From an optimization exercise on the open Yosys and OpenROAD flow, aimed at small area; shortcuts taken in it are not production practice.
The RTL was checked by simulation tests, not by an equivalence proof against the original design.

==> flow/design.v (outline; a module is shown in full before it is edited, if it fits) <==
// module mac_fa: 4 lines
// module mac_ha: 4 lines
// module mac_unit_Parallel_128_clk: 3594 lines
module mac_unit_Parallel_128_clk
#(
    parameter DATA_WIDTH    = 8,
    parameter VEC_LENGTH    = 16,
	parameter ACC_WIDTH     = DATA_WIDTH + 16,
	parameter RESULT_WIDTH  = 2*DATA_WIDTH
) (
	input  logic                             clk,
	input  logic                             reset,
	input  logic                             mul_en,
	input  logic                             acc_en,
	input  logic                             load_accum,
	input  logic [VEC_LENGTH*DATA_WIDTH-1:0] act,
	input  logic [VEC_LENGTH*DATA_WIDTH-1:0] w_in,
	input  logic signed [ACC_WIDTH-1:0]      accum_prev,
	output logic signed [RESULT_WIDTH-1:0]   result
);
  // ...
==> flow/flow/run.sh <==
#!/bin/bash
set -euo pipefail
export BUFFER_PORTS_ARGS="-buffer_cell sky130_fd_sc_hd__buf_1"
export REMOVE_ABC_BUFFERS=1
export CTS_ARGS="-sink_clustering_enable -repair_clock_nets -dont_use_dummy_load -sink_clustering_size 16 -sink_clustering_max_diameter 100 -buf_list {sky130_fd_sc_hd__clkbuf_4 sky130_fd_sc_hd__clkbuf_8}"

rm -rf myscripts
cp -r "$FLOW_HOME/scripts" myscripts
cp flow/abc_area.script myscripts/abc_area.script
sed "s|^make -C |make SCRIPTS_DIR=$PWD/myscripts -C |" standard.sh > synth_custom.sh
bash synth_custom.sh synth > synth.log 2>&1
bash standard.sh > standard.log 2>&1
==> flow/flow/abc_area.script <==
strash
dch -f
amap
topo
==> flow/standard.sh <==
#!/bin/bash
# synth_recipe.tcl (not shown) runs the flow's synth.tcl, then flattens the netlist and writes it again
# the make line also repeats each setting of config.mk as NAME=value (left out here)
make -C /OpenROAD-flow-scripts/flow DESIGN_CONFIG=/design/flow/config.mk WORK_HOME=/design/flow/orfs CLKGATE_MAP_FILE= SYNTH_SCRIPT=/design/flow/synth_recipe.tcl "${@:-finish}"
==> flow/config.mk <==
export PLATFORM = sky130hd
export DESIGN_NAME = mac_unit_Parallel_128_clk
export DESIGN_NICKNAME = mac_unit_Parallel_128_clk
export VERILOG_FILES = /design/flow/design.v
export SDC_FILE = /design/flow/constraint.sdc
export NUM_CORES = 4
export LEC_CHECK = 0
export ABC_AREA = 1
export CAP_MARGIN = 20
export CORE_MARGIN = 2
export CORE_UTILIZATION = 60
export CTS_BUF_LIST = sky130_fd_sc_hd__clkbuf_4 sky130_fd_sc_hd__clkbuf_8
export GPL_TIMING_DRIVEN = 0
export SETUP_SLACK_MARGIN = 0.15
export SLEW_MARGIN = 20
export SYNTH_HIERARCHICAL = 1
export SYNTH_MINIMUM_KEEP_SIZE = 0
==> flow/constraint.sdc <==
create_clock -name core_clock -period 8.0 [get_ports {clk}]
set_input_delay 1.6000 -clock core_clock [delete_from_list [all_inputs] [get_ports {clk}]]
set_output_delay 1.6000 -clock core_clock [all_outputs]
set_load 0.01 [all_outputs]
==> run notes, run 1 <==
outcome=timing/DRC/antenna clean; I/O pin cnt=301; main combinational cell family by area after synthesis=adder cells; DRC=0; max FFs per register=128; ANT cells=4; Final Hold Fails=0; top cells by count, synth=645 x fa_1, 593 x a21oi_1, 580 x nor2_1; die height=227 um; WP buf/inv=2; r2r setup slk=0.58 ns; f_max=134 MHz; Seq/Total Area, Yosys=19.2%; Simple-Gate Fraction of Synth Area=9.39%; Seq. cell area=5730 sq um; Final Util=65.4%; count of pins over their slew limit=0; Worst Hold Path EP=q_zero; Tap Cells=664; WP data arrival=7.96 ns; area leader, netlist=fa_1; number of synthesis warnings=7; all-layer global routing usage=41.8%; Synth Area in Compound Gates=24.2%; CTS Hold Buffers Added=0; fraction of layout instances using a drive strength above 1=0.892%; largest net degree at the start of global routing=46; critical path's slowest cell=clkdlybuf4s15_2; 1st-iter DRT viols=3615; Final Wtd Congestion=1.03; crit path cell chain=clkdlybuf4s15_2 > inv_4 > o22a_1 > ha_1 > fa_1 > fa_1 > fa_1 > fa_1 > fa_1 > fa_1 > fa_1 > nand3_1 > nor3_1 > or2_0 > ha_1 > ha_1 > ha_1 > ha_1 > ha_1 > ha_1 > ha_1 > ha_1 > o221a_1
==> run 2: changes to the inputs <==
--- a/flow/design.v
+++ b/flow/design.v
@@ -19,17 +19,17 @@
 	input  logic                             acc_en,
 	input  logic                             load_accum,
 	input  logic [VEC_LENGTH*DATA_WIDTH-1:0] act,
 	input  logic [VEC_LENGTH*DATA_WIDTH-1:0] w_in,
 	input  logic signed [ACC_WIDTH-1:0]      accum_prev,
 	output logic signed [RESULT_WIDTH-1:0]   result
 );
 	logic [127:0] a_r;
-	logic a_zero, q_zero;
+	logic a_zero, q_zero, t_zero;
 	logic [19:0] q0;
 	logic [19:0] q1;
 	logic [19:0] t_r;
 	logic [23:0] acc_r;
 	wire bo1;
 	wire bt2;
 	wire p3;
 	wire p4;
@@ -3478,64 +3478,69 @@
 	wire ac2059;
 	wire as2060;
 	wire ac2061;
 	wire as2062;
 	wire ac2063;
 	wire as2064;
 	wire ac2065;
 	wire [23:0] acc_in, acc_sum;
-	assign acc_in = load_accum ? accum_prev : acc_r;
+	wire [19:0] t_in;
+	wire take_t = acc_en & ~reset & ~t_zero;
+	wire take_prev = acc_en & load_accum & ~reset;
+	wire keep_acc = ~(acc_en & load_accum) & ~reset;
+	assign t_in = take_t ? t_r : 20'd0;
+	assign acc_in = ({24{take_prev}} & accum_prev) | ({24{keep_acc}} & acc_r);
 	mac_ha u_as1957 (.a(q0[6]), .b(q1[6]), .s(as1957), .co(ac1958));
 	mac_fa u_as1959 (.a(q0[7]), .b(q1[7]), .c(ac1958), .s(as1959), .co(ac1960));
 	mac_fa u_as1961 (.a(q0[8]), .b(q1[8]), .c(ac1960), .s(as1961), .co(ac1962));
 	mac_fa u_as1963 (.a(q0[9]), .b(q1[9]), .c(ac1962), .s(as1963), .co(ac1964));
 	mac_fa u_as1965 (.a(q0[10]), .b(q1[10]), .c(ac1964), .s(as1965), .co(ac1966));
 	mac_fa u_as1967 (.a(q0[11]), .b(q1[11]), .c(ac1966), .s(as1967), .co(ac1968));
 	mac_fa u_as1969 (.a(q0[12]), .b(q1[12]), .c(ac1968), .s(as1969), .co(ac1970));
 	mac_fa u_as1971 (.a(q0[13]), .b(q1[13]), .c(ac1970), .s(as1971), .co(ac1972));
 	mac_fa u_as1973 (.a(q0[14]), .b(q1[14]), .c(ac1972), .s(as1973), .co(ac1974));
 	mac_fa u_as1975 (.a(q0[15]), .b(q1[15]), .c(ac1974), .s(as1975), .co(ac1976));
 	mac_fa u_as1977 (.a(q0[16]), .b(q1[16]), .c(ac1976), .s(as1977), .co(ac1978));
 	mac_fa u_as1979 (.a(q0[17]), .b(q1[17]), .c(ac1978), .s(as1979), .co(ac1980));
 	mac_fa u_as1981 (.a(q0[18]), .b(q1[18]), .c(ac1980), .s(as1981), .co(ac1982));
 	mac_ha u_as1983 (.a(1'b1), .b(ac1982), .s(as1983), .co(ac1984));
-	mac_ha u_as1985 (.a(acc_in[0]), .b(t_r[0]), .s(as1985), .co(ac1986));
-	mac_fa u_as1987 (.a(acc_in[1]), .b(t_r[1]), .c(ac1986), .s(as1987), .co(ac1988));
-	mac_fa u_as1989 (.a(acc_in[2]), .b(t_r[2]), .c(ac1988), .s(as1989), .co(ac1990));
-	mac_fa u_as1991 (.a(acc_in[3]), .b(t_r[3]), .c(ac1990), .s(as1991), .co(ac1992));
-	mac_fa u_as1993 (.a(acc_in[4]), .b(t_r[4]), .c(ac1992), .s(as1993), .co(ac1994));
-	mac_fa u_as1995 (.a(acc_in[5]), .b(t_r[5]), .c(ac1994), .s(as1995), .co(ac1996));
-	mac_fa u_as1997 (.a(acc_in[6]), .b(t_r[6]), .c(ac1996), .s(as1997), .co(ac1998));
-	mac_fa u_as1999 (.a(acc_in[7]), .b(t_r[7]), .c(ac1998), .s(as1999), .co(ac2000));
-	mac_ha u_as2001 (.a(acc_in[8]), .b(t_r[8]), .s(as2001), .co(ac2002));
-	mac_fa u_as2003 (.a(acc_in[9]), .b(t_r[9]), .c(ac2002), .s(as2003), .co(ac2004));
-	mac_fa u_as2005 (.a(acc_in[10]), .b(t_r[10]), .c(ac2004), .s(as2005), .co(ac2006));
-	mac_fa u_as2007 (.a(acc_in[11]), .b(t_r[11]), .c(ac2006), .s(as2007), .co(ac2008));
-	mac_fa u_as2009 (.a(acc_in[12]), .b(t_r[12]), .c(ac2008), .s(as2009), .co(ac2010));
-	mac_fa u_as2011 (.a(acc_in[13]), .b(t_r[13]), .c(ac2010), .s(as2011), .co(ac2012));
-	mac_fa u_as2013 (.a(acc_in[14]), .b(t_r[14]), .c(ac2012), .s(as2013), .co(ac2014));
-	mac_fa u_as2015 (.a(acc_in[15]), .b(t_r[15]), .c(ac2014), .s(as2015), .co(ac2016));
+	mac_ha u_as1985 (.a(acc_in[0]), .b(t_in[0]), .s(as1985), .co(ac1986));
+	mac_fa u_as1987 (.a(acc_in[1]), .b(t_in[1]), .c(ac1986), .s(as1987), .co(ac1988));
+	mac_fa u_as1989 (.a(acc_in[2]), .b(t_in[2]), .c(ac1988), .s(as1989), .co(ac1990));
+	mac_fa u_as1991 (.a(acc_in[3]), .b(t_in[3]), .c(ac1990), .s(as1991), .co(ac1992));
+	mac_fa u_as1993 (.a(acc_in[4]), .b(t_in[4]), .c(ac1992), .s(as1993), .co(ac1994));
+	mac_fa u_as1995 (.a(acc_in[5]), .b(t_in[5]), .c(ac1994), .s(as1995), .co(ac1996));
+	mac_fa u_as1997 (.a(acc_in[6]), .b(t_in[6]), .c(ac1996), .s(as1997), .co(ac1998));
+	mac_fa u_as1999 (.a(acc_in[7]), .b(t_in[7]), .c(ac1998), .s(as1999), .co(ac2000));
+	mac_ha u_as2001 (.a(acc_in[8]), .b(t_in[8]), .s(as2001), .co(ac2002));
+	mac_fa u_as2003 (.a(acc_in[9]), .b(t_in[9]), .c(ac2002), .s(as2003), .co(ac2004));
+	mac_fa u_as2005 (.a(acc_in[10]), .b(t_in[10]), .c(ac2004), .s(as2005), .co(ac2006));
+	mac_fa u_as2007 (.a(acc_in[11]), .b(t_in[11]), .c(ac2006), .s(as2007), .co(ac2008));
+	mac_fa u_as2009 (.a(acc_in[12]), .b(t_in[12]), .c(ac2008), .s(as2009), .co(ac2010));
+	mac_fa u_as2011 (.a(acc_in[13]), .b(t_in[13]), .c(ac2010), .s(as2011), .co(ac2012));
+	mac_fa u_as2013 (.a(acc_in[14]), .b(t_in[14]), .c(ac2012), .s(as2013), .co(ac2014));
+	mac_fa u_as2015 (.a(acc_in[15]), .b(t_in[15]), .c(ac2014), .s(as2015), .co(ac2016));
 	mac_ha u_as2017 (.a(as2001), .b(ac2000), .s(as2017), .co(ac2018));
 	mac_ha u_as2019 (.a(as2003), .b(ac2018), .s(as2019), .co(ac2020));
 	mac_ha u_as2021 (.a(as2005), .b(ac2020), .s(as2021), .co(ac2022));
 	mac_ha u_as2023 (.a(as2007), .b(ac2022), .s(as2023), .co(ac2024));
 	mac_ha u_as2025 (.a(as2009), .b(ac2024), .s(as2025), .co(ac2026));
 	mac_ha u_as2027 (.a(as2011), .b(ac2026), .s(as2027), .co(ac2028));
 	mac_ha u_as2029 (.a(as2013), .b(ac2028), .s(as2029), .co(ac2030));
 	mac_ha u_as2031 (.a(as2015), .b(ac2030), .s(as2031), .co(ac2032));
 	assign ab2033 = ac2016 | (ac2000 & as2001 & as2003 & as2005 & as2007 & as2009 & as2011 & as2013 & as2015);
-	mac_ha u_as2034 (.a(acc_in[16]), .b(t_r[16]), .s(as2034), .co(ac2035));
-	mac_fa u_as2036 (.a(acc_in[17]), .b(t_r[17]), .c(ac2035), .s(as2036), .co(ac2037));
-	mac_fa u_as2038 (.a(acc_in[18]), .b(t_r[18]), .c(ac2037), .s(as2038), .co(ac2039));
-	mac_fa u_as2040 (.a(acc_in[19]), .b(t_r[19]), .c(ac2039), .s(as2040), .co(ac2041));
-	mac_fa u_as2042 (.a(acc_in[20]), .b(t_r[19]), .c(ac2041), .s(as2042), .co(ac2043));
-	mac_fa u_as2044 (.a(acc_in[21]), .b(t_r[19]), .c(ac2043), .s(as2044), .co(ac2045));
-	mac_fa u_as2046 (.a(acc_in[22]), .b(t_r[19]), .c(ac2045), .s(as2046), .co(ac2047));
-	mac_fa u_as2048 (.a(acc_in[23]), .b(t_r[19]), .c(ac2047), .s(as2048), .co(ac2049));
+	mac_ha u_as2034 (.a(acc_in[16]), .b(t_in[16]), .s(as2034), .co(ac2035));
+	mac_fa u_as2036 (.a(acc_in[17]), .b(t_in[17]), .c(ac2035), .s(as2036), .co(ac2037));
+	mac_fa u_as2038 (.a(acc_in[18]), .b(t_in[18]), .c(ac2037), .s(as2038), .co(ac2039));
+	mac_fa u_as2040 (.a(acc_in[19]), .b(t_in[19]), .c(ac2039), .s(as2040), .co(ac2041));
+	mac_fa u_as2042 (.a(acc_in[20]), .b(t_in[19]), .c(ac2041), .s(as2042), .co(ac2043));
+	mac_fa u_as2044 (.a(acc_in[21]), .b(t_in[19]), .c(ac2043), .s(as2044), .co(ac2045));
+	mac_fa u_as2046 (.a(acc_in[22]), .b(t_in[19]), .c(ac2045), .s(as2046), .co(ac2047));
+	mac_fa u_as2048 (.a(acc_in[23]), .b(t_in[19]), .c(ac2047), .s(as2048), .co(ac2049));
 	mac_ha u_as2050 (.a(as2034), .b(ab2033), .s(as2050), .co(ac2051));
 	mac_ha u_as2052 (.a(as2036), .b(ac2051), .s(as2052), .co(ac2053));
 	mac_ha u_as2054 (.a(as2038), .b(ac2053), .s(as2054), .co(ac2055));
 	mac_ha u_as2056 (.a(as2040), .b(ac2055), .s(as2056), .co(ac2057));
 	mac_ha u_as2058 (.a(as2042), .b(ac2057), .s(as2058), .co(ac2059));
 	mac_ha u_as2060 (.a(as2044), .b(ac2059), .s(as2060), .co(ac2061));
 	mac_ha u_as2062 (.a(as2046), .b(ac2061), .s(as2062), .co(ac2063));
 	mac_ha u_as2064 (.a(as2048), .b(ac2063), .s(as2064), .co(ac2065));
@@ -3580,23 +3585,24 @@
 	assign acc_sum[17] = as2052;
 	assign acc_sum[18] = as2054;
 	assign acc_sum[19] = as2056;
 	assign acc_sum[20] = as2058;
 	assign acc_sum[21] = as2060;
 	assign acc_sum[22] = as2062;
 	assign acc_sum[23] = as2064;
 	always @(posedge clk) begin
-		if (reset || (acc_en && q_zero)) begin
-			t_r <= 0;
+		if (reset) begin
+			t_zero <= 1'b1;
 		end else if (acc_en) begin
-			t_r <= s_val;
+			t_zero <= q_zero;
 		end
 	end
 	always @(posedge clk) begin
-		if (reset) begin
-			acc_r <= 0;
-		end else if (acc_en) begin
-			acc_r <= acc_sum;
+		if (acc_en) begin
+			t_r <= s_val;
 		end
 	end
+	always @(posedge clk) begin
+		acc_r <= acc_sum;
+	end
 	assign result = acc_r[23:8];
 endmodule
==> run 2 against run 1 <==
  * Cell count hardly changed
  * Via count is 1.1% lower
  * Fmax decreased by 1.7%
  * Critical path depth unchanged
  * Hold slack lost 0.054 ns
  * Global-route usage is 0.23 points higher
  * Critical path type unchanged
  * Highest routed layer is now met5
==> run notes, run 2 <==
outcome=timing/DRC/antenna clean (unchanged); Routed WL=107000 um (about the same); worst path required time=8.51 ns (was 8.50 ns); count of cell types in the netlist=21 (was 20); initial antenna violation count=3 (unchanged); vias in the first global route=25144 (was 25158); first-pass GRT wire length=155000 um (about the same); RSZ-0062 raised after global routing=false (unchanged); post-synth top area share=43.3% (was 43.2%); Worst Setup EP=acc_r[23] (unchanged); fraction of layout instances using a drive strength above 1=0.682% (was 0.892%); Hold Crit Class=reg2reg (unchanged); critical path class=in2reg (unchanged); drt pass-1 iters=8 (was 6); critical path's slowest cell=nand2_1 (was clkdlybuf4s15_2); Max Root-Sink Buffers=3 (unchanged); htree depth=1 (unchanged); Routed Antenna Nets=0 (unchanged); area grow syn2layout=7.31% (was 7.47%); Setup-failing EPs final=0 (unchanged); WP data arrival=8.10 ns (was 7.96 ns); top cells by count, synth=645 x fa_1, 592 x a21oi_1, 560 x nor2_1 (was 645 x fa_1, 593 x a21oi_1, 580 x nor2_1); ys async rst share=0% (unchanged); Post-CTS Setup Bufs=0 (unchanged); Seq/Total Area, Yosys=19.9% (was 19.2%); largest cells by area after synthesis=fa_1 43%, edfxtp_1 18%, a21oi_1 9.9% (was fa_1 43%, edfxtp_1 16%, a21oi_1 9.9%); # rows=81 (unchanged); synthesized area=29800 sq um (was 29900 sq um); CP max stage delay=0.64 ns (was 0.54 ns); Sink Count=207 (was 206); slew margin rel.=21.3% (was 17.7%); Final Hold Fails=0 (unchanged); CTS Buf Count=17 (unchanged); largest net degree at the start of global routing=37 (was 46); CTS Hold Buffers Added=0 (unchanged); dpl ws=-0.162 ns (was -1.06 ns); commonest non-fill, non-tap cells in the layout=645 x fa_1, 592 x a21oi_1, 560 x nor2_1 (was 645 x fa_1, 593 x a21oi_1, 580 x nor2_1); IO Port Bufs=300 (unchanged); Post-Synthesis Cells=3061 (was 3053); die area=51500 sq um (was 51600 sq um); min Tclk post-route=7.59 ns (was 7.46 ns); grt total ovfl=0 (unchanged); detail-routed via count per cell=6.55 (was 6.63); post-route setup TNS=0 ns (unchanged); Worst Reg-to-Reg Cells=14 (unchanged); all-layer global routing usage=42.0% (was 41.8%); count of pins over their slew limit=0 (unchanged); most frequent cell on the critical path=ha_1 (unchanged); Final WS setup=0.411 ns (was 0.543 ns); f_max=132 MHz (was 134 MHz); Critical Path Start Type=primary input (unchanged); Core ar.=49100 sq um (unchanged); die width=227 um (about the same); Worst-Margin Slew=1.17 ns (was 1.22 ns); DRC=0 (unchanged); clk slew on worst S/H paths=0.10 ns (was 0.11 ns); crit path cell chain=buf_1 > nand2_1 > nand2_1 > o22ai_1 > ha_1 > fa_1 > fa_1 > fa_1 > fa_1 > fa_1 > fa_1 > fa_1 > nand3_1 > nor3_1 > or2_0 > ha_1 > ha_1 > ha_1 > ha_1 > ha_1 > ha_1 > ha_1 > ha_1 (was clkdlybuf4s15_2 > inv_4 > o22a_1 > ha_1 > fa_1 > fa_1 > fa_1 > fa_1 > fa_1 > fa_1 > fa_1 > nand3_1 > nor3_1 > or2_0 > ha_1 > ha_1 > ha_1 > ha_1 > ha_1 > ha_1 > ha_1 > ha_1 > o221a_1); Tcrit/Tclk final=94.9% (was 93.2%); commonest non-fill, non-tap cell in the layout=fa_1 (unchanged); hold path start=q0[4] (was q_zero); ys flop type=edfxtp_1 (unchanged); via count=26434 (was 26732); most numerous cell in the Yosys netlist=fa_1 (unchanged); Final Wtd Congestion=1.07 (was 1.03); number of synthesis warnings=7 (unchanged); CTS tree=yes (unchanged); max FFs per register=128 (unchanged); wire per inst=26.5 um (was 26.4 um); reg2reg end=q1[12] (unchanged); start point of the critical path=acc_en (was load_accum); Yosys reg bits=207 (was 206); Root Buffer=clkbuf_8 (unchanged); I/O pin cnt=301 (unchanged); Max Clock Skew=0.0626 ns (was 0.0430 ns); Final #Nets=4338 (was 4332); FF-to-FF Start=a_r[13] (was a_r[43]); DP HPWL=90700 um (was 90500 um); r2r setup slk=0.64 ns (was 0.58 ns); post-synthesis area per instance=9.75 sq um (was 9.78 sq um); CP Max Fanout=24 (was 25); post-CTS sizing=0 (was 3); Largest regs=a_r: 128 flops, acc_r: 24 flops, t_r: 20 flops (unchanged); area leader, netlist=fa_1 (unchanged); Largest Register=a_r (unchanged); max_cap viols=0 (unchanged); 1st-iter DRT viols=3856 (was 3615); die height=227 um (about the same); Initial Util=60.9% (about the same); EDFF count, synth=180 (was 160); clock latency on the worst-skew pair=0.62 ns (was 0.61 ns); Worst Setup End Kind=flip-flop (unchanged)
-- run 2: cells by family (layout without fill, tap and decap cells) --
family / count (synthesis) / after routing / synth area share, %
AOI/OAI and AO/OA: 1195 / 1195 / 22.6
DFF: 207 / 207 / 19.9
other: 1 / 7 / 0.0126
buffers and inverters: 227 / 533 / 3.06
adders and majority gates: 680 / 680 / 44.7
and+or+nand+nor: 751 / 751 / 9.65
-- run 2: area by class of cell --
class,instances,area [sq um]
flip-flops and latches,207,5950
repair buffers,305,1220
fillers,4015,17000
clock buffers,17,234
multi-input cells,2631,23000
well taps,664,831
diodes,2,5.00
inverters,211,792
-- run 2: modules after synthesis, one instance, submodules excluded --
module | area [sq um] | copies in the design | flip-flops and latches | cells inside
mac_unit_Parallel_128_clk | 16500 | 1 | 207 | 2381
mac_fa | 20.0 | 645 | 0 | 1
mac_ha | 12.5 | 35 | 0 | 1
-- run 2: layer usage --
metal,up-vias,routed length [um],GRT usage [%]
li1,11683,-,-
met1,12701,39200,56.2
met2,1715,49400,66.8
met3,333,12000,8.79
met4,2,6320,18.9
met5,-,18,0
-- run 2: worst max-delay path, delay by kind of cell --
family                     cells  cell delay (ns)
and+or+nand+nor                5             1.11
AOI/OAI and AO/OA              1             0.18
buffers and inverters          1             0.43
adders and majority gates     16             4.77
-- run 2: metrics by stage --
stage / std cells / area, sq um / utilization [%] / hold slack, ns
after floorplan: 3049 / 29700 / - / 0.400
after global placement: 4013 / 31700 / 64.6 / 0.413
after detailed placement: 4018 / 31800 / 64.8 / 0.414
after CTS: 4035 / 32000 / 65.3 / 0.439
after global routing: 4035 / 32000 / 65.3 / 0.452
final: 4037 / 32000 / 65.3 / 0.432
-- run 2: worst min path at each step --
stage	to	slack, ns	cells after the start
after floorplan	t_r[0]	0.40	0
after global placement	t_r[2]	0.41	0
after detailed placement	t_r[4]	0.41	0
after CTS	t_r[4]	0.44	0
after global routing	t_r[4]	0.45	0
final	t_r[4]	0.43	0
==> run 3: changes to the inputs <==
--- a/flow/flow/run.sh
+++ b/flow/flow/run.sh
@@ -4,3 +4,3 @@
 export REMOVE_ABC_BUFFERS=1
-export CTS_ARGS="-sink_clustering_enable -repair_clock_nets -dont_use_dummy_load -sink_clustering_size 16 -sink_clustering_max_diameter 100 -buf_list {sky130_fd_sc_hd__clkbuf_4 sky130_fd_sc_hd__clkbuf_8}"
+export CTS_ARGS="-sink_clustering_enable -repair_clock_nets -dont_use_dummy_load -sink_clustering_size 12 -sink_clustering_max_diameter 80 -buf_list {sky130_fd_sc_hd__clkbuf_4 sky130_fd_sc_hd__clkbuf_8}"
 
==> run 3 against run 2 <==
  * Still clean
  * Fmax is 1.2% higher
  * Non-clock buffer count stayed put
  * Setup slack improved by 0.093 ns
  * Final area up 0.18%
  * Cell count is essentially flat
  * Wire length is 0.59% higher
  * Clock-buffer cell count is 4 higher
  * Global-route usage up 0.057 points
  * Largest cell class unchanged
==> run notes, run 3 <==
CTS Buf Count=21 (was 17); Simple-Gate Fraction of Synth Area=9.65% (unchanged); Synth Area in Compound Gates=22.6% (unchanged); slew margin rel.=22.4% (was 21.3%); clock latency on the worst-skew pair=0.62 ns (about the same); Seq/Total Area, Yosys=19.9% (unchanged); Largest Register=a_r (unchanged); first-pass GRT wire length=155000 um (about the same); Worst Reg-to-Reg Cells=13 (was 14); grt total ovfl=0 (unchanged); DRC=0 (unchanged); Filler Cell Count=4014 (was 4015); Post-Layout Cell Count=4041 (was 4037); ys async rst share=0% (unchanged); Final #Nets=4342 (was 4338); initial antenna violation count=3 (unchanged); Worst-Margin Slew=1.15 ns (was 1.17 ns); count of cell types in the netlist=21 (unchanged); Setup-failing EPs final=0 (unchanged); Hold Crit Class=reg2reg (unchanged); critical path class=in2reg (unchanged); largest cells by area after synthesis=fa_1 43%, edfxtp_1 18%, a21oi_1 9.9% (unchanged); start point of the critical path=acc_en (unchanged); 1st-iter DRT viols=3552 (was 3856); max FFs per register=128 (unchanged); Placed Cells=4018 (unchanged); FF-to-FF Start=a_r[13] (unchanged); Critical Path Start Type=primary input (unchanged); Hold Path Depth=0 (unchanged); Final Hold Fails=0 (unchanged); die area=51500 sq um (unchanged); Final Util=65.4% (was 65.3%); commonest non-fill, non-tap cells in the layout=645 x fa_1, 592 x a21oi_1, 560 x nor2_1 (unchanged); dpl ws=-0.162 ns (unchanged); Seq. cell area=5950 sq um (unchanged); number of synthesis warnings=7 (unchanged); Core ar.=49100 sq um (unchanged); post-route cell area=32100 sq um (was 32000 sq um); Min Hold Slack=0.423 ns (was 0.432 ns); synthesized area=29800 sq um (unchanged); adder-cell share of the synthesized area=44.7% (unchanged); top cells by count, synth=645 x fa_1, 592 x a21oi_1, 560 x nor2_1 (unchanged); wire per inst=26.6 um (was 26.5 um); fraction of layout instances using a drive strength above 1=0.830% (was 0.682%); most numerous cell in the Yosys netlist=fa_1 (unchanged); Sink Count=207 (unchanged); Tcrit/Tclk final=93.7% (was 94.9%); Root Buffer=clkbuf_8 (unchanged); Max Clock Skew=0.0276 ns (was 0.0626 ns); WP data arrival=8.01 ns (was 8.10 ns); clk slew on worst S/H paths=0.09 ns (was 0.10 ns); Yosys reg bits=207 (unchanged); largest net degree at the start of global routing=37 (unchanged); worst path required time=8.52 ns (was 8.51 ns); Worst Hold Path EP=t_r[4] (unchanged); Max Root-Sink Buffers=3 (unchanged); Final Wtd Congestion=1.07 (unchanged); Post-CTS Setup Bufs=0 (unchanged); post-synthesis xor/xnor area fraction=0% (unchanged); Placed Area=31800 sq um (unchanged); area of the multi-input gates=23000 sq um (about the same); CP Max Fanout=20 (was 24); I/O pin cnt=301 (unchanged); area grow syn2layout=7.51% (was 7.31%); ys flop type=edfxtp_1 (unchanged); outcome=timing/DRC/antenna clean (unchanged); Routed Antenna Nets=0 (unchanged); main combinational cell family by area after synthesis=adder cells (unchanged); count of pins over their slew limit=0 (unchanged); IO Port Bufs=300 (unchanged); Worst Setup End Kind=flip-flop (unchanged); via count=26797 (was 26434); vias in the first global route=25094 (was 25144); RSZ-0062 raised after global routing=false (unchanged); all-layer global routing usage=42.1% (was 42.0%); max_cap viols=0 (unchanged); Routed WL=108000 um (was 107000 um); area leader, netlist=fa_1 (unchanged); commonest non-fill, non-tap cell in the layout=fa_1 (unchanged); EDFF count, synth=180 (unchanged); r2r setup slk=0.63 ns (was 0.64 ns); Final WS setup=0.504 ns (was 0.411 ns); die height=227 um (unchanged); f_max=133 MHz (was 132 MHz); post-route setup TNS=0 ns (unchanged); DP HPWL=90700 um (unchanged); reg2reg end=q1[12] (unchanged); hold path start=q0[4] (unchanged); htree depth=1 (unchanged); mux cell area share after synthesis=0% (unchanged); CTS tree=yes (unchanged); min Tclk post-route=7.50 ns (was 7.59 ns); # rows=81 (unchanged); drt pass-1 iters=7 (was 8); CTS Hold Buffers Added=0 (unchanged); Post-Synthesis Cells=3061 (unchanged); post-synth top area share=43.3% (unchanged); Largest regs=a_r: 128 flops, acc_r: 24 flops, t_r: 20 flops (unchanged); Initial Util=60.9% (unchanged); die width=227 um (unchanged); detail-routed via count per cell=6.63 (was 6.55); post-synthesis area per instance=9.75 sq um (unchanged)
-- run 3: cell counts after synthesis --
Identical to the previous run, type by type.
-- run 3: routing by layer --
metal | GRT usage [%] | vias to the layer above | wire length [um]
met2 | 67.0 | 1842 | 49500
met3 | 8.53 | 375 | 12200
met1 | 56.4 | 12881 | 39300
met4 | 19.0 | 2 | 6610
li1 | - | 11697 | -
met5 | 0 | - | 18
-- run 3: worst max-delay path by stage --
stage | endpoint | depth (start not counted)
after detailed placement | acc_r[23] | 23
after CTS | acc_r[23] | 23
final | acc_r[23] | 24
after global placement | acc_r[23] | 23
after floorplan | acc_r[23] | 22
after global routing | acc_r[23] | 24
-- run 3: worst max-delay path: stages --
cell and delay (ns):
buf_1 0.25, buf_6 0.26, clkinv_1 0.06, or3_1 0.59, nor2b_1 0.13, ha_1 0.23, fa_1 0.40, fa_1 0.42
fa_1 0.41, fa_1 0.39, fa_1 0.41, fa_1 0.40, fa_1 0.48, nand3_1 0.10, nor3_1 0.05, or2_0 0.20
ha_1 0.18, ha_1 0.19, ha_1 0.20, ha_1 0.19, ha_1 0.18, ha_1 0.19, ha_1 0.19, ha_1 0.27
-- run 3: cells by family (layout without fill, tap and decap cells) --
kind of cell	count (synthesis)	count (layout)
AOI/OAI and AO/OA	1195	1195
other	1	7
and+or+nand+nor	751	751
DFF	207	207
adders and majority gates	680	680
buffers and inverters	227	537
-- run 3: what timing repair did --
action | 4_1_cts | 5_1_grt
endpoints found under the setup margin | 0 | 1
endpoints found under the hold margin | 0 | 0
gates resized for setup | 0 | 1
-- run 3: per-module statistics from Yosys (local to each module, per instance) --
module / flip-flops and latches / area (sq um) / cells inside
mac_unit_Parallel_128_clk: 207 / 16500 / 2381
mac_fa: 0 / 20.0 / 1
mac_ha: 0 / 12.5 / 1
-- run 3: area by class of cell --
type | count | share of cell area (%)
diodes | 2 | 0.0156
flip-flops and latches | 207 | 18.5
inverters | 211 | 2.47
well taps | 664 | 2.59
repair buffers | 305 | 3.80
clock buffers | 21 | 0.901
multi-input cells | 2631 | 71.7

re-timing with driven ports:
No port has a modelled driver above. Below, the same layouts with a new extraction and two added sets of constraints.
Step 1 sets driving cells, clkbuf_16 on the clock port and buf_2 on the other inputs (assumed; they add their load-dependent delay and slew).
Step 2 adds t to the input delays and takes it off the output delays; t is the mean of the earliest and latest rising clock arrival at the registers after step 1. Input paths then give back, and output paths get back, about the clock's delay inside the block.
a / b / c = ideal / step 1 / step 2; a / b = the first two.
run | t, ns | setup WS [ns] | worst hold slack (ns) | clock arrival spread, ns | slew at the worst register clock pin (ns)
run 1 | 0.651 | 0.543 / 0.577 / -0.075 | 0.486 / 0.486 / 0.486 | 0.043 / 0.043 | 0.12 / 0.12
run 2 | 0.647 | 0.411 / 0.440 / -0.207 | 0.432 / 0.432 / 0.432 | 0.063 / 0.063 | 0.11 / 0.11
run 3 | 0.669 | 0.504 / 0.537 / -0.132 | 0.423 / 0.423 / 0.423 | 0.031 / 0.031 | 0.09 / 0.09
With both steps, setup timing fails in every run listed, where it was met with ideal ports. The setup slack of run 3, which loses most, moves by +0.033 ns with the drivers and by -0.636 ns with both steps.
